Source: an optimization exercise on an open RTL-to-GDS flow (aim: small area). Production flows keep margins and buffers that such runs may drop. RTL that was checked went through simulation tests only; none was proved equivalent to the original. No functional check of the RTL was part of run 1. No run shown here takes its clock network from TritonCTS; it comes from the design's own scripts or RTL. The clock port is modelled as an ideal driver, which makes a skipped or thinned clock tree look cheaper than it is; a real chip needs a root buffer or a tree. Power figures rest on the tool's default switching activity, not on a simulated workload.

### flow/config.mk
export PLATFORM = sky130hd
export DESIGN_NAME = mainblock
export DESIGN_NICKNAME = mainblock
export VERILOG_FILES = /design/flow/design.v
export SDC_FILE = /design/flow/constraint.sdc
export NUM_CORES = 4
export LEC_CHECK = 0
export ABC_AREA = 1
export CAP_MARGIN = 20
export CORE_MARGIN = 2
export CORE_UTILIZATION = 65
export SLEW_MARGIN = 20
### flow/constraint.sdc
create_clock -name core_clock -period 20.0 [get_ports {clk_50M}]
set_input_delay 4.0000 -clock core_clock [delete_from_list [all_inputs] [get_ports {clk_50M}]]
set_output_delay 4.0000 -clock core_clock [all_outputs]
set_load 0.01 [all_outputs]
### flow/design.v
module Clock(clk, reset, tick1, tick2);
input clk, reset;
output tick1, tick2;
reg [5:0] p;
reg [8:0] q;
assign tick1 = ~p[0] & p[1] & p[2] & ~p[3] & p[4];
assign tick2 = ~q[0] & q[1] & q[3] & ~q[4] & q[6] & q[7] & q[8];
always @(posedge clk or posedge reset) begin
    if (reset) begin
        p <= 6'b010001;
        q <= 9'b101101011;
    end else begin
        p <= {p[4:0], p[5] ^ p[0] ^ tick1};
        q <= {q[7:0], q[8] ^ q[3] ^ tick2};
    end
end
endmodule
module counter(clk, tick2, reset, sec_chuc, sec_dv, min_chuc, min_dv, hour_chuc, hour_dv);
input clk, tick2, reset;
output [3:0] sec_chuc, sec_dv, min_chuc, min_dv, hour_chuc, hour_dv;
reg [2:0] sc, mc;
reg [3:0] sd, md, hd;
reg [1:0] hc;
assign sec_chuc = {1'b0, sc};
assign sec_dv = sd;
assign min_chuc = {1'b0, mc};
assign min_dv = md;
assign hour_chuc = {2'b00, hc};
assign hour_dv = hd;
wire e0 = tick2;
wire a0 = e0 & sd[0];
wire e1 = a0 & sd[3];
wire a1 = e1 & sc[0];
wire e2 = a1 & sc[2];
wire a2 = e2 & md[0];
wire e3 = a2 & md[3];
wire a3 = e3 & mc[0];
wire e4 = a3 & mc[2];
wire a4 = e4 & hd[0];
wire e5 = a4 & hd[3];
wire wrap = a4 & hd[1] & hc[1];    
always @(posedge clk or posedge reset) begin
    if (reset) begin
        sc <= 0; sd <= 0; mc <= 0; md <= 0; hc <= 0; hd <= 0;
    end else begin
        sd <= {a0 ? sd[1] & sd[2] : sd[3], sd[2] ^ (a0 & sd[1]), sd[1] ^ (a0 & ~sd[3]), sd[0] ^ e0};
        sc <= {a1 ? sc[1] : sc[2], sc[1] ^ (a1 & ~sc[2]), sc[0] ^ e1};
        md <= {a2 ? md[1] & md[2] : md[3], md[2] ^ (a2 & md[1]), md[1] ^ (a2 & ~md[3]), md[0] ^ e2};
        mc <= {a3 ? mc[1] : mc[2], mc[1] ^ (a3 & ~mc[2]), mc[0] ^ e3};
        if (wrap) begin
            hd <= 4'd0; hc <= 2'd0;
        end else begin
            hd <= {a4 ? hd[1] & hd[2] : hd[3], hd[2] ^ (a4 & hd[1]), hd[1] ^ (a4 & ~hd[3]), hd[0] ^ e4};
            hc <= {hc[1] | (e5 & hc[0]), hc[0] ^ e5};
        end
    end
end
endmodule
module tm1638(clk, tick1, tick2, reset, stb, dio, sclk, data_check,
              sec_chuc, sec_dv, min_chuc, min_dv, hour_chuc, hour_dv);
input clk, tick1, tick2, reset;
output stb, dio, sclk;
output [7:0] data_check;
input [3:0] sec_chuc, sec_dv, min_chuc, min_dv, hour_chuc, hour_dv;
reg [2:0] g;
reg [1:0] s;
reg [3:0] u;
reg inc;             
reg [2:0] lsc;       
reg [3:0] lsd;
reg roll;            
wire inbyte = ~s[1];
wire [2:0] b = u[3:1];
reg [3:0] x;
always @* begin
    case (g)
        3'd0: x = sec_chuc;
        3'd1: x = sec_dv;
        3'd2: x = min_chuc;
        3'd3: x = min_dv;
        3'd4: x = hour_chuc;
        3'd5: x = hour_dv;
        default: x = 4'd0;
    endcase
end
reg [3:0] dx;
always @* begin
    if (x == 4'd0) begin
        case (g)
            3'd0, 3'd2: dx = 4'd5;
            3'd4: dx = 4'd2;
            3'd5: dx = (hour_chuc == 4'd0) ? 4'd3 : 4'd9;
            default: dx = 4'd9;
        endcase
    end else
        dx = x - 4'd1;
end
wire sec0 = (sec_chuc == 4'd0) && (sec_dv == 4'd0);
wire min0 = (min_chuc == 4'd0) && (min_dv == 4'd0);
reg carry_in;        
always @* begin
    case (g)
        3'd2: carry_in = (min_dv == 4'd0);
        3'd4: carry_in = min0 && (hour_dv == 4'd0);
        3'd5: carry_in = min0;
        default: carry_in = 1'b1;
    endcase
end
wire [3:0] lx = (g == 3'd0) ? {1'b0, lsc} : (g == 3'd1) ? lsd : ((roll && carry_in) ? dx : x);
wire cb = inc && carry_in && ((g == 3'd0) ? (sec_dv == 4'd0) : (g == 3'd1) ? 1'b1 : sec0);
wire [3:0] cx = cb ? dx : x;
reg [7:0] cmd;
always @* begin
    case (g)
        3'd7: cmd = 8'h44;
        3'd6: cmd = 8'h8f;
        default: cmd = {4'hc, g, 1'b0};
    endcase
end
wire [7:0] dseg, cseg;
sseg sseg_d(lx, dseg);
sseg sseg_c(cx, cseg);
wire [7:0] byte_out = s[0] ? dseg : cmd;
assign stb = s[1] & ((u == 4'd0) | ((g == 3'd6) & (u == 4'd1)));
assign sclk = ~(inbyte & ~u[0]);
assign dio = inbyte ? byte_out[b] : (s[1] & (g == 3'd6) & (u == 4'd0));
assign data_check = s[1] ? 8'h00 : (s[0] ? cseg : cmd);
wire start_next = s[1] & (g == 3'd6) & (u == 4'd1);
always @(posedge clk or posedge reset) begin
    if (reset) begin
        g <= 3'd6; s <= 2'd2; u <= 4'd1;
    end else if (tick1) begin
        if (inbyte) begin
            u <= u + 4'd1;
            if (u == 4'd15)
                s <= (s[0] | g[2] & g[1]) ? 2'd2 : 2'd1;
        end else begin
            if ((u[0] & (g != 3'd6)) | u[1]) begin
                u <= 4'd0; s <= 2'd0; g <= g + 3'd1;
            end else
                u <= u + 4'd1;
        end
    end
end
always @(posedge clk) begin
    if (tick1) begin
        inc <= 1'b0;
        if (start_next) begin
            lsc <= sec_chuc[2:0];
            lsd <= sec_dv;
        end
    end else if (tick2)
        inc <= 1'b1;
end
always @(posedge clk)
    roll <= (tick2 & (sec_chuc == 4'd5) & (sec_dv == 4'd9)) | (roll & ~(tick1 & start_next));
endmodule
module sseg(d, seg);
input [3:0] d;
output [7:0] seg;
assign seg[0] = d[3] | d[1] | ~(d[2] ^ d[0]);
assign seg[1] = ~d[2] | ~(d[1] ^ d[0]);
assign seg[2] = d[2] | ~d[1] | d[0];
assign seg[3] = d[3] | (~d[2] & ~d[0]) | (~d[2] & d[1]) | (d[1] & ~d[0]) | (d[2] & ~d[1] & d[0]);
assign seg[4] = ~d[0] & (~d[2] | d[1]);
assign seg[5] = d[3] | (~d[1] & ~d[0]) | (d[2] & ~d[1]) | (d[2] & ~d[0]);
assign seg[6] = d[3] | (d[2] ^ d[1]) | (d[1] & ~d[0]);
assign seg[7] = 1'b0;
endmodule
module mainblock(clk_50M, reset, dio, sclk, stb, data_check, sec_chuc, sec_dv, min_chuc, min_dv, hour_chuc, hour_dv);
input clk_50M, reset;
output wire [3:0] sec_chuc, sec_dv, min_chuc, min_dv, hour_chuc, hour_dv;
output wire dio, stb, sclk;
output wire [7:0] data_check;
wire tick1, tick2;
Clock Clock(clk_50M, reset, tick1, tick2);
tm1638 tm1638(clk_50M, tick1, tick2, reset, stb, dio, sclk, data_check, sec_chuc, sec_dv, min_chuc, min_dv, hour_chuc, hour_dv);
counter counter(clk_50M, tick2, reset, sec_chuc, sec_dv, min_chuc, min_dv, hour_chuc, hour_dv);
endmodule
### flow/flow/run.sh
#!/bin/bash
# Own layout flow: the standard synthesis, then its combinational logic
# re-mapped by ABC for area (registers kept as they are), then the standard
# layout with small port buffers. Each tool's output goes to a log here.
set -u
W=$(pwd)
R=$W/orfs/results/$FLOW_PLATFORM/mainblock/base
LIB=$FLOW_HOME/platforms/sky130hd/lib/sky130_fd_sc_hd__tt_025C_1v80.lib
YOSYS=$(command -v yosys || echo $FLOW_HOME/../tools/install/yosys/bin/yosys)

bash standard.sh synth > $W/log_1_standard_synth.log 2>&1 || exit 1
cp $R/1_2_yosys.v $W/std_1_2_yosys.v

if python3 $W/flow/resynth.py $W/std_1_2_yosys.v $W/resynth.v $LIB $YOSYS $W > $W/log_2_resynth.log 2>&1; then
    cp $W/resynth.v $R/1_2_yosys.v
    rm -f $R/1_synth.odb
    echo "using the re-mapped netlist" >> $W/log_2_resynth.log
else
    echo "keeping the standard netlist" >> $W/log_2_resynth.log
fi

export BUFFER_PORTS_ARGS="-buffer_cell sky130_fd_sc_hd__buf_1"
[ -f $W/flow/env.sh ] && source $W/flow/env.sh

# placement, then the clock buffers by hand (flow/cts.tcl), then the rest
manual=0
if [ -n "${MANUAL_CTS_BUFFERS:-}" ]; then
    bash standard.sh place > $W/log_4_standard_place.log 2>&1 || exit 1
    if bash standard.sh run RUN_SCRIPT=$W/flow/cts.tcl RUN_LOG_NAME_STEM=4_1_cts_manual > $W/log_5_manual_cts.log 2>&1 \
       && [ -f $R/4_1_cts.odb ]; then
        manual=1
    else
        rm -f $R/4_1_cts.odb $R/4_cts.odb $R/4_cts.sdc
    fi
fi
bash standard.sh finish > $W/log_6_standard_finish.log 2>&1 || exit 1

# if the hand-made clock tree leaves a register clock pin with too slow a
# slew, lay out again from the clock tree step with ORFS's own
if [ $manual = 1 ]; then
    bash standard.sh run RUN_SCRIPT=$W/flow/clkslew.tcl RUN_LOG_NAME_STEM=6_clkslew > $W/log_7_clkslew.log 2>&1
    slew=$(sed -n 's/^CLKSLEW //p' $W/log_7_clkslew.log | tail -1)
    if ! python3 -c "import sys; sys.exit(0 if float('$slew') <= 0.120 else 1)" 2>/dev/null; then
        echo "clock pin slew $slew too slow: standard clock tree" >> $W/log_7_clkslew.log
        bash standard.sh clean_cts > $W/log_8_clean_cts.log 2>&1
        rm -f $R/4_1_cts.odb $R/4_cts.odb $R/4_cts.sdc
        bash standard.sh finish > $W/log_9_standard_finish_again.log 2>&1 || exit 1
    fi
fi
### flow/flow/clkbufs.tcl
# Manual clock buffering: split the clock's register sinks into clusters by
# location (k-means) and drive each cluster from one clock buffer at its
# centre; the clock port then feeds only those buffers.
proc manual_clock_buffers { clkname nclusters bufcell } {
  set block [ord::get_db_block]
  set master [[ord::get_db] findMaster $bufcell]
  set clknet [$block findNet $clkname]
  set sinks [$clknet getITerms]
  set pts {}
  foreach it $sinks {
    set bb [[$it getInst] getBBox]
    lappend pts [list [expr {([$bb xMin] + [$bb xMax]) / 2.0}] [expr {([$bb yMin] + [$bb yMax]) / 2.0}]]
  }
  set n [llength $pts]
  # initial centres: sinks spread along x
  set order [lsort -real -index 0 [lmap p $pts {set p}]]
  set centres {}
  for {set k 0} {$k < $nclusters} {incr k} {
    lappend centres [lindex $order [expr {int(($k + 0.5) * $n / $nclusters)}]]
  }
  for {set iter 0} {$iter < 50} {incr iter} {
    # capacitated assignment: nearest pairs first, at most cap sinks per buffer
    set cap [expr {($n + $nclusters - 1) / $nclusters}]
    set pairs {}
    set i 0
    foreach p $pts {
      for {set k 0} {$k < $nclusters} {incr k} {
        set c [lindex $centres $k]
        lappend pairs [list [expr {abs([lindex $p 0] - [lindex $c 0]) + abs([lindex $p 1] - [lindex $c 1])}] $i $k]
      }
      incr i
    }
    set assign [lrepeat $n -1]
    set fill [lrepeat $nclusters 0]
    foreach pr [lsort -real -index 0 $pairs] {
      lassign $pr d i k
      if {[lindex $assign $i] < 0 && [lindex $fill $k] < $cap} {
        lset assign $i $k
        lset fill $k [expr {[lindex $fill $k] + 1}]
      }
    }
    set newc {}
    for {set k 0} {$k < $nclusters} {incr k} {
      set sx 0; set sy 0; set m 0
      foreach p $pts a $assign { if {$a == $k} { set sx [expr {$sx + [lindex $p 0]}]; set sy [expr {$sy + [lindex $p 1]}]; incr m } }
      if {$m > 0} { lappend newc [list [expr {$sx / $m}] [expr {$sy / $m}]] } else { lappend newc [lindex $centres $k] }
    }
    set centres $newc
  }
  for {set k 0} {$k < $nclusters} {incr k} {
    set inst [odb::dbInst_create $block $master "clkbuf_manual_$k"]
    set net [odb::dbNet_create $block "clknet_manual_$k"]
    $net setSigType CLOCK
    foreach it $sinks a $assign {
      if {$a == $k} { $it disconnect; $it connect $net }
    }
    [$inst findITerm A] connect $clknet
    [$inst findITerm X] connect $net
    set c [lindex $centres $k]
    $inst setLocation [expr {int([lindex $c 0])}] [expr {int([lindex $c 1])}]
    $inst setPlacementStatus PLACED
    puts "clock buffer $k: [llength [lsearch -all $assign $k]] sinks"
  }
  $clknet setSigType CLOCK
  global_connect
}
### flow/flow/clkslew.tcl
# Largest slew at a register clock pin of the final layout (extracted parasitics).
set r $::env(RESULTS_DIR)
read_db $r/6_final.odb
foreach lib $::env(LIB_FILES) { read_liberty $lib }
read_sdc $r/6_final.sdc
read_spef $r/6_final.spef
set_propagated_clock [all_clocks]
set mx 0
foreach p [get_pins -hierarchical */CLK] { set s [get_property $p slew_max]; if {$s > $mx} { set mx $s } }
puts "CLKSLEW $mx"
exit
### flow/flow/cts.tcl
# Clock tree step in place of ORFS's TritonCTS run: a few clock buffers, each
# driving a balanced cluster of registers, fed straight from the clock port.
# The rest follows ORFS's cts.tcl (legalise, repair timing, write results).
utl::set_metrics_stage "cts__{}"
source $::env(SCRIPTS_DIR)/load.tcl
erase_non_stage_variables cts
load_design 3_place.odb 3_place.sdc
source [file join [file dirname [info script]] clkbufs.tcl]
set_dont_use $::env(DONT_USE_CELLS)

set clkport [get_full_name [lindex [get_property [lindex [all_clocks] 0] sources] 0]]
manual_clock_buffers $clkport $::env(MANUAL_CTS_BUFFERS) $::env(MANUAL_CTS_CELL)

set_propagated_clock [all_clocks]
estimate_parasitics -placement
detailed_placement
estimate_parasitics -placement
repair_timing_helper
detailed_placement
check_placement -verbose
report_clock_skew
orfs_write_db $::env(RESULTS_DIR)/4_1_cts.odb
orfs_write_sdc $::env(RESULTS_DIR)/4_cts.sdc
exit
### flow/flow/env.sh
# clock tree: clkbuf_8 buffers only, no dummy loads
export CTS_ARGS="-root_buf sky130_fd_sc_hd__clkbuf_8 -buf_list sky130_fd_sc_hd__clkbuf_8 -sink_clustering_enable -sink_clustering_size 60 -sink_clustering_max_diameter 500 -dont_use_dummy_load -repair_clock_nets"
export MANUAL_CTS_BUFFERS=4
export MANUAL_CTS_CELL=sky130_fd_sc_hd__buf_6
### flow/flow/resynth.py
# Re-map the combinational logic of the standard netlist with several ABC
# scripts (registers are kept as they are) and keep the smallest result.
# usage: resynth.py STD_NETLIST OUT_NETLIST LIB YOSYS WORKDIR
import os, re, subprocess, sys
from concurrent.futures import ThreadPoolExecutor

std, out, lib, yosys, work = sys.argv[1:6]
here = os.path.dirname(os.path.abspath(__file__))
template = open(os.path.join(here, 'resynth.ys')).read()

area = {}
for m in re.finditer(r'cell\s*\(\s*"?(\w+)"?\s*\)\s*\{(.*?)\barea\s*:\s*([\d.]+)', open(lib).read(), re.S):
    area[m.group(1)] = float(m.group(3))

def cells(path):
    return re.findall(r'^\s*(sky130_fd_sc_hd__\w+)\s+(\S+)\s*\(', open(path).read(), re.M)

def regs(path):
    return sorted(c for c in cells(path) if re.match(r'sky130_fd_sc_hd__(df|edf|sdf|dl)', c[0]))

def total(path):
    return sum(area[c] for c, _ in cells(path))

scripts = {}
for seed in range(16):
    scripts['deepsyn_s%d' % seed] = ('strash\n&get -n\n&deepsyn -S %d -T 20\n&put\n'
                                     '&get -n\n&dch -f\n&nf -R 1000\n&put\n' % seed)
scripts['dch_nf'] = 'strash\n&get -n\n&dch -f\n&nf -R 1000\n&put\n'

def run(name):
    abc = os.path.join(work, 'rs_%s.abc' % name)
    ys = os.path.join(work, 'rs_%s.ys' % name)
    v = os.path.join(work, 'rs_%s.v' % name)
    open(abc, 'w').write(scripts[name])
    open(ys, 'w').write(template.replace('@LIB@', lib).replace('@IN@', std)
                        .replace('@OUT@', v).replace('@ABC@', abc))
    with open(os.path.join(work, 'log_2_resynth_%s.log' % name), 'w') as log:
        r = subprocess.run(['timeout', '300', yosys, '-s', ys], stdout=log, stderr=subprocess.STDOUT)
    if r.returncode != 0 or not os.path.exists(v):
        return name, None, 'yosys failed'
    if regs(v) != regs(std) or not regs(std):
        return name, None, 'registers differ'
    return name, total(v), v

best = (total(std), std, 'standard')
print('standard netlist: %.1f um2' % best[0])
with ThreadPoolExecutor(max_workers=int(os.environ.get('NUM_CORES', '4'))) as ex:
    for name, a, info in ex.map(run, sorted(scripts)):
        print('%s: %s' % (name, '%.1f um2' % a if a is not None else info))
        if a is not None and a < best[0]:
            best = (a, info, name)
print('keeping %s (%.1f um2)' % (best[2], best[0]))
if best[1] != std:
    open(out, 'w').write(open(best[1]).read())
sys.exit(0 if best[1] != std else 1)
### flow/flow/resynth.ys
read_liberty -ignore_miss_func -ignore_miss_dir @LIB@
read_verilog @IN@
hierarchy -top mainblock
setattr -mod -set keep_hierarchy 1 sky130_fd_sc_hd__df* sky130_fd_sc_hd__edf* sky130_fd_sc_hd__sdf* sky130_fd_sc_hd__dl*
flatten
rename -hide w:*.*
select mainblock
opt -purge
abc -liberty @LIB@ -dont_use *lpflow* -dont_use *probe* -script @ABC@
opt_clean -purge
setundef -zero
splitnets
opt_clean -purge
hilomap -hicell sky130_fd_sc_hd__conb_1 HI -locell sky130_fd_sc_hd__conb_1 LO
opt_clean -purge
write_verilog -noattr -nohex -nodec -selected @OUT@
### flow/standard.sh
#!/bin/bash
# synth_recipe.tcl (not shown) runs the flow's synth.tcl, then flattens the netlist and writes it again
# the make line also repeats each setting of config.mk as NAME=value (left out here)
make -C /OpenROAD-flow-scripts/flow DESIGN_CONFIG=/design/flow/config.mk WORK_HOME=/design/flow/orfs CLKGATE_MAP_FILE= SYNTH_SCRIPT=/design/flow/synth_recipe.tcl "${@:-finish}"
==> results.toml, run 1 <==
[run_status]
status = "no timing/DRC/antenna violations"

[cells_and_area]
nNetsFinal = 317
area_growth_syn_to_layout_pct = 9.029
fillers = 300
multiInputGateArea_um2 = 1174
n_antenna_cell = 0
drive_gt1_share_pct = 5.431
register_area_um2 = 1366
utilization_pct = 75.07

[global_route]
grt_util_all_layers_pct = 26.42
grt_max_degree = 45
overflow = 0
antenna_found_initial = 0
grt_pass1_vias = 1946
grt_pass1_wl_um = 9204

[power_and_ir_drop]
vdd_drop_max_mv = 0.04894
p_per_area_nw_per_um2 = 54.60
p_total_mw = 0.1534
leakage_nw = 1.185

[cts]
clkSlewWorstSetupHoldPaths_ns = 0.10
clk_latency_ns = 0.13

[drt]
drtAntennaViolNets = 0
drt_wl_total_um = 5510
drc = 0
viasPerCell = 6.097
drt_iter0_drc = 188
vias = 2201
wl_per_cell_um = 15.26
dr.pass1.iters = 4

[placement]
portBuffers = 32
pre_cts_ws_ns = 12.05
dp_hpwl_um = 4033
globalplace.congestion = 0.9638

[setup_path]
endpoint_kind = "output pin"
r2r_setup_slack_ns = 16.57
crit_fanout = 10
cp_data_required_time_ns = 16.00
crit_arrival_ns = 4.26
worstSetupPathType = "flop to output pin"
start_kind = "flop"

[die]
fp.dieArea_um2 = 4485
die_w_um = 66.97
start_util_pct = 68.85
pin_count = 37
core_area_um2 = 3744
rows = 22
die_h_um = 66.97

[sta]
fin_crit_ns = 8.256
setup_ws_ns = 11.74
hold_viol_final = 0
finalCritPeriodShare_pct = 41.28
fmax_mhz = 121.1
skew_ns = 0.01129
rsz0062_at_grt = "no"
setup_viol = 0
tightest_slew_ns = 0.9298
drv_slew = 0
setup_tns_ns = 0
max_slew_margin_pct = 37.54

[synthesis]
synth.cell_area_um2 = 2577
synthCells = 276
synth-warning-count = 3
synthesis.nets = 278
synth.avg_cell_area_um2 = 9.339

[run]
maxCapViolations = 0

[worst_hold_path]
hp-class = "flop to flop"
==> worst paths after layout <==
| check | from | endpoint | cells past startpoint |
|---|---|---|---|
| setup reg to reg | Clock.q[3] | counter.hc[1] | 9 |
| hold reg to reg | Clock.q[2] | Clock.q[3] | 0 |
| max in group asynchronous | reset | Clock.q[1] | 3 |
| min in group asynchronous | reset | Clock.p[5] | 3 |
| hold / removal | Clock.q[2] | Clock.q[3] | 0 |
| setup / recovery | tm1638.g[1] | dio | 22 |
==> where the power goes <==
group	leakage (nW)	switching (mW)	internal [mW]
registers	0.635	0	0.109
logic	0.525	0.00198	0.000189
clock network	0.0242	0.0263	0.0160
==> worst max-delay path, cell delays in order, from the launching register on <==
cell and delay, ns:
dfstp_2 0.64, clkinv_1 0.13, nand2_1 0.14, nor2_1 0.11, a22oi_1 0.19, nand2_1 0.11
a221oi_1 0.44, nand2_1 0.15, nor2_1 0.24, o311ai_0 0.20, o21ai_0 0.19, nor3_1 0.11
a21oi_1 0.24, nand2_1 0.13, nor2_1 0.16, nor2_1 0.06, a41o_1 0.25, o2111ai_1 0.10
a21oi_1 0.09, a31oi_1 0.15, o22ai_1 0.10, nand2_1 0.07, buf_1 0.15
==> routing by layer <==
layer  part of all wire, %  wire (um)  up-vias  GRT usage [%]
met1                    48       2640     1052          40.32
met5                     0          0        -              0
li1                      -          -     1070              -
met4                  0.73         40        0          2.041
met3                   5.6        307        5          2.027
met2                    46       2522       74          43.38
==> layout by cell type (no fill, tap or decap), drive strengths merged, types with 2 or more instances in the layout <==
master,instances
a211oi,2
o22ai,2
a21o,2
mux2,3
a22oi,6
nor3,12
dfxtp,2
dfrtp,32
or4,2
clkinv,10
nor4,2
or2,3
conb,4
nand2,33
a221oi,4
nor2,44
a31oi,3
o21ai,10
a21oi,28
buf,37
mux2i,2
nand2b,5
and3,7
and2,3
edfxtp,7
dfstp,12
nand3,7
a221o,2
o31ai,3
xor2,2
xnor2,9
==> stage by stage <==
stage	std cells	hold WS [ns]	instance area, um^2
after global placement	357	0.3338	2765
after detailed placement	357	0.3478	2765
after global routing	361	0.3519	2810
final	361	0.3461	2810
after floorplan	276	0.3330	2577
==> sequential cells by signal, indices dropped and copies added (netlist names), 4 cells and up <==
register / cells
Clock.q: 9
Clock.p: 6
counter.hd: 4
counter.md: 4
counter.sd: 4
tm1638.lsd: 4
tm1638.u: 4
==> final cells by class <==
class | count | area share [%]
Buffer | 4 | 1.603
Inverter | 10 | 1.336
Multi-Input combinational cell | 213 | 41.76
Sequential cell | 53 | 48.62
Tap cell | 48 | 2.137
Timing Repair Buffer | 33 | 4.541
==> inputs of run 2 (changes only) <==
--- a/flow/design.v
+++ b/flow/design.v
@@ -97,7 +97,7 @@
 end
 wire sec0 = (sec_chuc == 4'd0) && (sec_dv == 4'd0);
 wire min0 = (min_chuc == 4'd0) && (min_dv == 4'd0);
-reg carry_in;        
+reg carry_in;
 always @* begin
     case (g)
         3'd2: carry_in = (min_dv == 4'd0);
--- a/flow/flow/run.sh
+++ b/flow/flow/run.sh
@@ -1,7 +1,10 @@
 #!/bin/bash
 # Own layout flow: the standard synthesis, then its combinational logic
-# re-mapped by ABC for area (registers kept as they are), then the standard
-# layout with small port buffers. Each tool's output goes to a log here.
+# re-mapped by ABC for area (flow/resynth.py; registers kept as they are),
+# then the standard layout with buf_1 port buffers and, in place of TritonCTS,
+# a few clock buffers each driving a cluster of registers (flow/cts.tcl),
+# with ORFS's own clock tree as the fallback. Each tool's output goes to a
+# log here.
 set -u
 W=$(pwd)
 R=$W/orfs/results/$FLOW_PLATFORM/mainblock/base
==> flow/flow/env.sh (replaced) <==
# ORFS clock tree, used only if the hand-made one fails: clkbuf_8 buffers
# only, no dummy loads
export CTS_ARGS="-root_buf sky130_fd_sc_hd__clkbuf_8 -buf_list sky130_fd_sc_hd__clkbuf_8 -sink_clustering_enable -sink_clustering_size 60 -sink_clustering_max_diameter 500 -dont_use_dummy_load -repair_clock_nets"
# hand-made clock tree: 4 buffers, each driving a quarter of the registers
export MANUAL_CTS_BUFFERS=4
export MANUAL_CTS_CELL=sky130_fd_sc_hd__buf_6
==> results.toml, run 2 <==
[sta]
max_slew_margin_pct = 37.54
setup_tns_ns = 0
hold_viol_final = 0
fmax_mhz = 121.1
rsz0062_at_grt = "no"
setup_viol = 0
tightest_slew_ns = 0.9298
fin_crit_ns = 8.256
skew_ns = 0.01129
finalCritPeriodShare_pct = 41.28
fin_hold_ws_ns = 0.3461
drv_slew = 0

[power_and_ir_drop]
swShare_pct = 18.40
leakage_nw = 1.185
p_per_area_nw_per_um2 = 54.60
seq_power_share_pct = 71.0
p_int_mw = 0.1252
p_sw_mw = 0.02823
clockPowerShare_pct = 27.6
vdd_drop_max_mv = 0.04894
combPwrFrac_pct = 1.4

[cells_and_area]
drive_gt1_share_pct = 5.431
fillers = 300
fin_cells = 361
area_growth_syn_to_layout_pct = 9.029
final_common_cell = "nor2_1"
layout_common_cells = "44 x nor2_1, 33 x nand2_1, 32 x dfrtp_1, 32 x buf_1, 28 x a21oi_1"
largest_register_ffs = 9
utilization_pct = 75.07
n_antenna_cell = 0
largest-register = "Clock.q"
nNetsFinal = 317
design_area_um2 = 2810
reg.largest.list = "Clock.q (9), Clock.p (6)"

[setup_path]
start_kind = "flop"
cp_data_required_time_ns = 16.00
worstSetupPathType = "flop to output pin"
r2r_setup_slack_ns = 16.57
reg2reg_from = "Clock.q[3]"
crit_fanout = 10
crit_arrival_ns = 4.26
endpoint_kind = "output pin"
worstRegToRegCells = 9
r2r-end = "counter.hc[1]"

[run_status]
status = "no timing/DRC/antenna violations"

[synthesis]
synthCells = 276
synthesis.nets = 278
synth.avg_cell_area_um2 = 9.339
synth-warning-count = 3
synth.cell_area_um2 = 2577

[global_route]
grt_util_all_layers_pct = 26.42
overflow = 0
antenna_found_initial = 0
grt_pass1_wl_um = 9204
grt_pass1_vias = 1946
grt_max_degree = 45

[placement]
placed_cells = 357
dpl-instance-area_um2 = 2765
dp_hpwl_um = 4033
portBuffers = 32
globalplace.congestion = 0.9638

[die]
fp.dieArea_um2 = 4485
core_area_um2 = 3744
die_w_um = 66.97
die_h_um = 66.97
start_util_pct = 68.85
pin_count = 37
rows = 22

[drt]
dr.pass1.iters = 4
drtAntennaViolNets = 0
viasPerCell = 6.097
drt_iter0_drc = 188
drc = 0
vias = 2201
wl_per_cell_um = 15.26
drt_wl_total_um = 5510

[worst_hold_path]
holdPathStages = 0
hp-class = "flop to flop"
hold_path_end = "Clock.q[3]"
hp-start = "Clock.q[2]"

[cts]
clkSlewWorstSetupHoldPaths_ns = 0.10
clk_latency_ns = 0.13

[run]
maxCapViolations = 0
[run 2: worst max path at each step]
stage,slack (ns),cells past startpoint,from,endpoint
floorplan,12.63,21,tm1638.g[1],dio
global placement,12.20,22,tm1638.g[1],dio
detailed placement,12.05,22,tm1638.g[1],dio
global route,11.34,22,tm1638.g[1],dio
finish,11.74,22,tm1638.g[1],dio
[run 2: metal layers]
layer	wire, um	vias up	global-route usage, %
li1	-	1070	-
met3	307	5	2.027
met1	2640	1052	40.32
met5	0	-	0
met4	40	0	2.041
met2	2522	74	43.38
[run 2: cell type report]
cell class / count / area [um^2] / share of cell area [%]
flip-flops and latches: 53 / 1366 / 48.62
multi-input cells: 213 / 1174 / 41.76
repair buffers: 33 / 127.6 / 4.541
inverters: 10 / 37.54 / 1.336
plain buffers: 4 / 45.04 / 1.603
well taps: 48 / 60.06 / 2.137
[run 2: worst max-delay path, cell delays in order, from the launching register on]
cell and delay (ns):
dfstp_2 0.64, clkinv_1 0.13, nand2_1 0.14, nor2_1 0.11, a22oi_1 0.19, nand2_1 0.11
a221oi_1 0.44, nand2_1 0.15, nor2_1 0.24, o311ai_0 0.20, o21ai_0 0.19, nor3_1 0.11
a21oi_1 0.24, nand2_1 0.13, nor2_1 0.16, nor2_1 0.06, a41o_1 0.25, o2111ai_1 0.10
a21oi_1 0.09, a31oi_1 0.15, o22ai_1 0.10, nand2_1 0.07, buf_1 0.15
[run 2: power by group through the flow]
stage,clock [mW],sequential [mW],combinational [mW]
floorplan,0,0.111,0.00161
global placement,0,0.111,0.00231
detailed placement,0,0.111,0.00229
global route,0.0474,0.109,0.00266
finish,0.0423,0.109,0.00217
[run 2: stage by stage]
step | total power [mW] | setup slack [ns]
floorplan | 0.1126 | 12.63
global placement | 0.1133 | 12.20
detailed placement | 0.1132 | 12.05
global route | 0.1589 | 11.34
finish | 0.1534 | 11.74
==> inputs of run 3 (changes only) <==
--- a/flow/flow/resynth.py
+++ b/flow/flow/resynth.py
@@ -51,5 +51,9 @@
             best = (a, info, name)
 print('keeping %s (%.1f um2)' % (best[2], best[0]))
 if best[1] != std:
-    open(out, 'w').write(open(best[1]).read())
+    # inv_2 has inv_1's area but drives twice the load (e.g. the reset net of
+    # every register), so use it for every inverter
+    text = re.sub(r'^(\s*)sky130_fd_sc_hd__(?:clk)?inv_1(\s)', r'\1sky130_fd_sc_hd__inv_2\2', open(best[1]).read(), flags=re.M)
+    open(out, 'w').write(text)
+    print('inverters as inv_2: %.1f um2' % total(out))
 sys.exit(0 if best[1] != std else 1)
==> results.toml, run 3 <==
[sta]
max_slew_margin_pct = 41.12
setup_viol = 0
setup_tns_ns = 0
skew_ns = 0.008603
tightest_slew_ns = 0.8820
fin_crit_ns = 8.153
fin_hold_ws_ns = 0.3613
rsz0062_at_grt = "no"
finalCritPeriodShare_pct = 40.77
fmax_mhz = 122.7
drv_slew = 0
hold_viol_final = 0

[setup_path]
worstSetupPathType = "flop to output pin"
crit_chain = "or2_0 > nor2_1 > a22oi_1 > nand2_1 > a221oi_1 > nand2_1 > nor2_1 > o311ai_0 > o21ai_0 > nor3_1 > a21oi_1 > nand2_1 > nor2_1 > nor2_1 > a41o_1 > o2111ai_1 > a21oi_1 > a31oi_1 > o22ai_1 > nand2_1 > buf_1"
cp_slowest_stage_delay_ns = 0.62
crit_arrival_ns = 4.15
start_kind = "flop"
r2r-end = "counter.hc[1]"
reg2reg_from = "Clock.q[3]"
path_delay_family = "compound AO/OA/AOI/OAI gates"
endpoint_kind = "output pin"
worst-path-buf-inv = 1
r2r_setup_slack_ns = 16.62
worstRegToRegCells = 9
crit_fanout = 9
slowest_stage = "dfstp_2"
cp_data_required_time_ns = 16.00

[cells_and_area]
area_growth_syn_to_layout_pct = 8.738
design_area_um2 = 2803
final_common_cell = "nor2_1"
largest-register = "Clock.q"
layout_common_cells = "44 x nor2_1, 33 x nand2_1, 32 x dfrtp_1, 32 x buf_1, 28 x a21oi_1"
fin_cells = 360
largest_register_ffs = 9
drive_gt1_share_pct = 8.333
n_antenna_cell = 0
nNetsFinal = 316
reg.largest.list = "Clock.q (9), Clock.p (6)"
utilization_pct = 74.87

[cts]
clkSlewWorstSetupHoldPaths_ns = 0.08
clk_latency_ns = 0.12

[global_route]
overflow = 0
antenna_found_initial = 0
grt_max_degree = 45
grt_pass1_vias = 1937
grt_util_all_layers_pct = 26.20
grt_pass1_wl_um = 9239

[die]
die_h_um = 66.97
die_w_um = 66.97
start_util_pct = 68.85
pin_count = 37
fp.dieArea_um2 = 4485
core_area_um2 = 3744
rows = 22

[drt]
vias = 2267
wl_per_cell_um = 15.44
drt_iter0_drc = 155
viasPerCell = 6.297
dr.pass1.iters = 5
drc = 0
drt_wl_total_um = 5558
drtAntennaViolNets = 0

[placement]
dp_hpwl_um = 4000
globalplace.congestion = 0.9402
dpl-instance-area_um2 = 2758
placed_cells = 356
portBuffers = 32

[run]
maxCapViolations = 0

[synthesis]
synth-warning-count = 3
synthesis.nets = 278
synth.cell_area_um2 = 2577
synth.avg_cell_area_um2 = 9.339
synthCells = 276

[worst_hold_path]
hp-class = "flop to flop"
hold_path_end = "Clock.q[6]"
hp-start = "Clock.q[5]"
holdPathStages = 0

[run_status]
status = "no timing/DRC/antenna violations"

[power_and_ir_drop]
vdd_drop_max_mv = 0.05103
leakage_nw = 1.195
p_per_area_nw_per_um2 = 54.40
==> run 3: changes by cell type in the layout (fill, tap and decap cells not counted), sizes merged <==
cell,previous run,this run
buf,37,36
clkinv,10,0
inv,0,10
==> run 3: worst max path at each step <==
| stage | start | to | slack, ns | depth (start not counted) |
|---|---|---|---|---|
| after floorplan | tm1638.g[2] | dio | 12.66 | 20 |
| after global placement | tm1638.g[1] | dio | 12.16 | 22 |
| after detailed placement | tm1638.g[1] | dio | 12.08 | 22 |
| after global routing | tm1638.g[2] | dio | 11.31 | 21 |
| final | tm1638.g[2] | dio | 11.85 | 21 |
==> run 3: area by class of cell <==
type                       count  area [um^2]
sequential                    53         1366
multi-input combinational    213         1174
fill                         283        940.9
timing repair buffer          32        120.1
tap                           48        60.06
buffer                         4        45.04
inverter                      10        37.54
==> run 3: per-layer routing <==
metal / track usage [%] / vias to the layer above / part of all wire, %
met4: 2.551 / 0 / 1.1
met3: 2.027 / 9 / 6.5
met5: 0 / - / 0
met2: 42.75 / 102 / 46
met1: 39.98 / 1078 / 46
li1: - / 1078 / -
==> run 3: worst register-to-register path, stage by stage, from the launching register on <==
cell	delay (ns)
dfstp_2	0.56
nand4_1	0.08
nor4b_1	0.61
and2_0	0.35
and3_1	0.30
and3_1	0.30
and3_1	0.28
and3_1	0.35
nand2_1	0.14
mux2_1	0.30
==> run 3: power by group <==
group          switching, mW  internal (mW)  leakage (nW)
Sequential                 0          0.109         0.635
Clock                 0.0254         0.0160        0.0242
Combinational        0.00198      0.0000606         0.535
Total                 0.0274          0.125          1.19
==> run 3: per-stage QoR <==
stage	total power, mW	setup slack, ns
final	0.1525	11.85
after global routing	0.1567	11.31
after detailed placement	0.1131	12.08
after global placement	0.1131	12.16
after floorplan	0.1126	12.66
==> inputs of run 4 (changes only) <==
==> flow/flow/env.sh (replaced) <==
# ORFS clock tree, used only if the hand-made one fails: clkbuf_8 buffers
# only, no dummy loads
export CTS_ARGS="-root_buf sky130_fd_sc_hd__clkbuf_8 -buf_list sky130_fd_sc_hd__clkbuf_8 -sink_clustering_enable -sink_clustering_size 60 -sink_clustering_max_diameter 500 -dont_use_dummy_load -repair_clock_nets"
# hand-made clock tree: 2 buffers, each driving half of the registers
export MANUAL_CTS_BUFFERS=2
export MANUAL_CTS_CELL=sky130_fd_sc_hd__buf_12
--- a/flow/config.mk
+++ b/flow/config.mk
@@ -8,5 +8,5 @@
 export ABC_AREA = 1
 export CAP_MARGIN = 20
 export CORE_MARGIN = 2
-export CORE_UTILIZATION = 65
+export CORE_UTILIZATION = 80
 export SLEW_MARGIN = 20
==> results.toml, run 4 <==
[drt]
wl_per_cell_um = 18.83
drc = 0
drt_iter0_drc = 373
drt_wl_total_um = 6667
vias = 2444
drtAntennaViolNets = 0
viasPerCell = 6.904
dr.pass1.iters = 6

[global_route]
grt_util_all_layers_pct = 38.22
grt_pass1_wl_um = 10510
grt_pass1_vias = 2163
overflow = 0
antenna_found_initial = 0
grt_max_degree = 45

[setup_path]
endpoint_kind = "output pin"
worstSetupPathType = "flop to output pin"
crit_chain = "or2_0 > nor2_1 > a22oi_1 > nand2_1 > a221oi_1 > nand2_1 > nor2_1 > o311ai_0 > o21ai_0 > nor3_1 > a21oi_1 > nand2_1 > nor2_1 > nor2_1 > a41o_1 > o2111ai_1 > a21oi_1 > a31oi_1 > o22ai_1 > nand2_1 > buf_1"
crit_fanout = 9
cp_data_required_time_ns = 16.00
cp_slowest_stage_delay_ns = 0.63
start_kind = "flop"
slowest_stage = "dfstp_2"
crit_arrival_ns = 4.83

[sta]
skew_ns = 0.01683
setup_viol = 0
finalCritPeriodShare_pct = 44.15
tightest_slew_ns = 0.9302
hold_viol_final = 0
fin_crit_ns = 8.829
max_slew_margin_pct = 37.51
fmax_mhz = 113.3
rsz0062_at_grt = "no"
drv_slew = 0
setup_tns_ns = 0

[cts]
clkSlewWorstSetupHoldPaths_ns = 0.12
clk_latency_ns = 0.15

[cells_and_area]
nNetsFinal = 314
area_growth_syn_to_layout_pct = 8.350
largest-register = "Clock.q"
final_common_cell = "nor2_1"
largest_register_ffs = 9
drive_gt1_share_pct = 7.742
reg.largest.list = "Clock.q (9), Clock.p (6)"
fin_cells = 354
n_antenna_cell = 0
layout_common_cells = "44 x nor2_1, 33 x nand2_1, 32 x dfrtp_1, 32 x buf_1, 28 x a21oi_1"

[worst_hold_path]
hp-class = "flop to flop"

[power_and_ir_drop]
p_per_area_nw_per_um2 = 55.51
leakage_nw = 1.189
vdd_drop_max_mv = 0.09141

[run]
maxCapViolations = 0

[placement]
globalplace.congestion = 1.055
placed_cells = 352
dp_hpwl_um = 4810
portBuffers = 32

[die]
start_util_pct = 84.43
die_w_um = 60.76
rows = 20
core_area_um2 = 3053
die_h_um = 60.76
fp.dieArea_um2 = 3692
pin_count = 37

[synthesis]
synthCells = 276
synth.cell_area_um2 = 2577
synth-warning-count = 3
synth.avg_cell_area_um2 = 9.339
synthesis.nets = 278

[run_status]
status = "no timing/DRC/antenna violations"
run 4: layout make-up:
class	instances	area, um^2
well taps	44	55.05
inverters	10	37.54
fillers	126	260.3
plain buffers	2	40.04
repair buffers	32	120.1
multi-input cells	213	1174
flip-flops and latches	53	1366
run 4: final timing paths:
kind / slack (ns) / depth (start not counted) / end / startpoint
max: 11.17 / 21 / dio / tm1638.g[2]
min: 0.38 / 0 / Clock.q[1] / Clock.q[0]
max reg2reg: 16.43 / 11 / counter.hd[2] / Clock.q[3]
min reg2reg: 0.38 / 0 / Clock.q[1] / Clock.q[0]
max in group asynchronous: 15.42 / 2 / counter.md[3] / reset
min in group asynchronous: 4.01 / 2 / Clock.p[5] / reset
run 4: critical path, delay by kind of cell (launching register included):
family	cells	cell delay, ns
and+or+nand+nor	10	1.56
DFF	1	0.63
buffers and inverters	1	0.15
AOI/OAI and AO/OA	10	2.35
run 4: metrics by stage:
stage	hold WS (ns)	worst slack (ns)	cell area (um^2)	power, mW	util (%)
5_1_grt	0.3813	10.86	2793	0.1577	91.48
2_1_floorplan	0.3330	12.66	2577	0.1126	-
6_report	0.3753	11.17	2793	0.1550	91.48
3_5_place_dp	0.3528	11.66	2753	0.1131	90.16
3_3_place_gp	0.3365	12.29	2753	0.1130	90.16
run 4: layer usage:
metal  global-route usage, %  vias to the layer above  part of all wire, %
li1                        -                     1056                    -
met1                   50.80                     1131                   37
met2                   65.28                      204                   49
met3                   4.691                       53                  9.3
met4                   13.66                        0                  4.6
met5                       0                        -                    0
run 4: where the power goes:
group / total [mW] / switching, mW / leakage (nW) / internal [mW]
combinational: 0.00206 / 0.00200 / 0.535 / 0.0000602
sequential: 0.109 / 0 / 0.635 / 0.109
clock: 0.0441 / 0.0277 / 0.0188 / 0.0163
total: 0.155 / 0.0297 / 1.19 / 0.125

[static timing again, ports no longer ideal]
Ports are ideal in the flow. The routed layouts listed here were re-timed in OpenROAD. Step 1 (the two cells are an assumption about what drives the block):
set clk [get_ports {clk_50M}]
set_driving_cell -lib_cell sky130_fd_sc_hd__clkbuf_16 $clk
set_driving_cell -lib_cell sky130_fd_sc_hd__buf_2 [delete_from_list [all_inputs] $clk]
Step 2 moves the port delays by t, midway between the first and last clock arrival at a register: inputs arrive t later, outputs are due t later. That takes back most of the time a late clock gives input paths. Three values: ideal ports, drivers, drivers and shift; two values: the first two.
| run | t, ns | setup WS [ns] | worst hold slack (ns) | slew at the worst register clock pin (ns) |
|---|---|---|---|---|
| run 1 | 0.176 | 11.744 / 11.689 / 11.865 | 0.346 / 0.346 / 0.346 | 0.10 / 0.10 |
| run 2 | 0.176 | 11.744 / 11.689 / 11.865 | 0.346 / 0.346 / 0.346 | 0.10 / 0.10 |
| run 3 | 0.174 | 11.847 / 11.789 / 11.963 | 0.361 / 0.361 / 0.361 | 0.09 / 0.09 |
| run 4 | 0.186 | 11.171 / 11.121 / 11.307 | 0.375 / 0.375 / 0.375 | 0.12 / 0.12 |
After both steps every run listed still meets setup and hold.
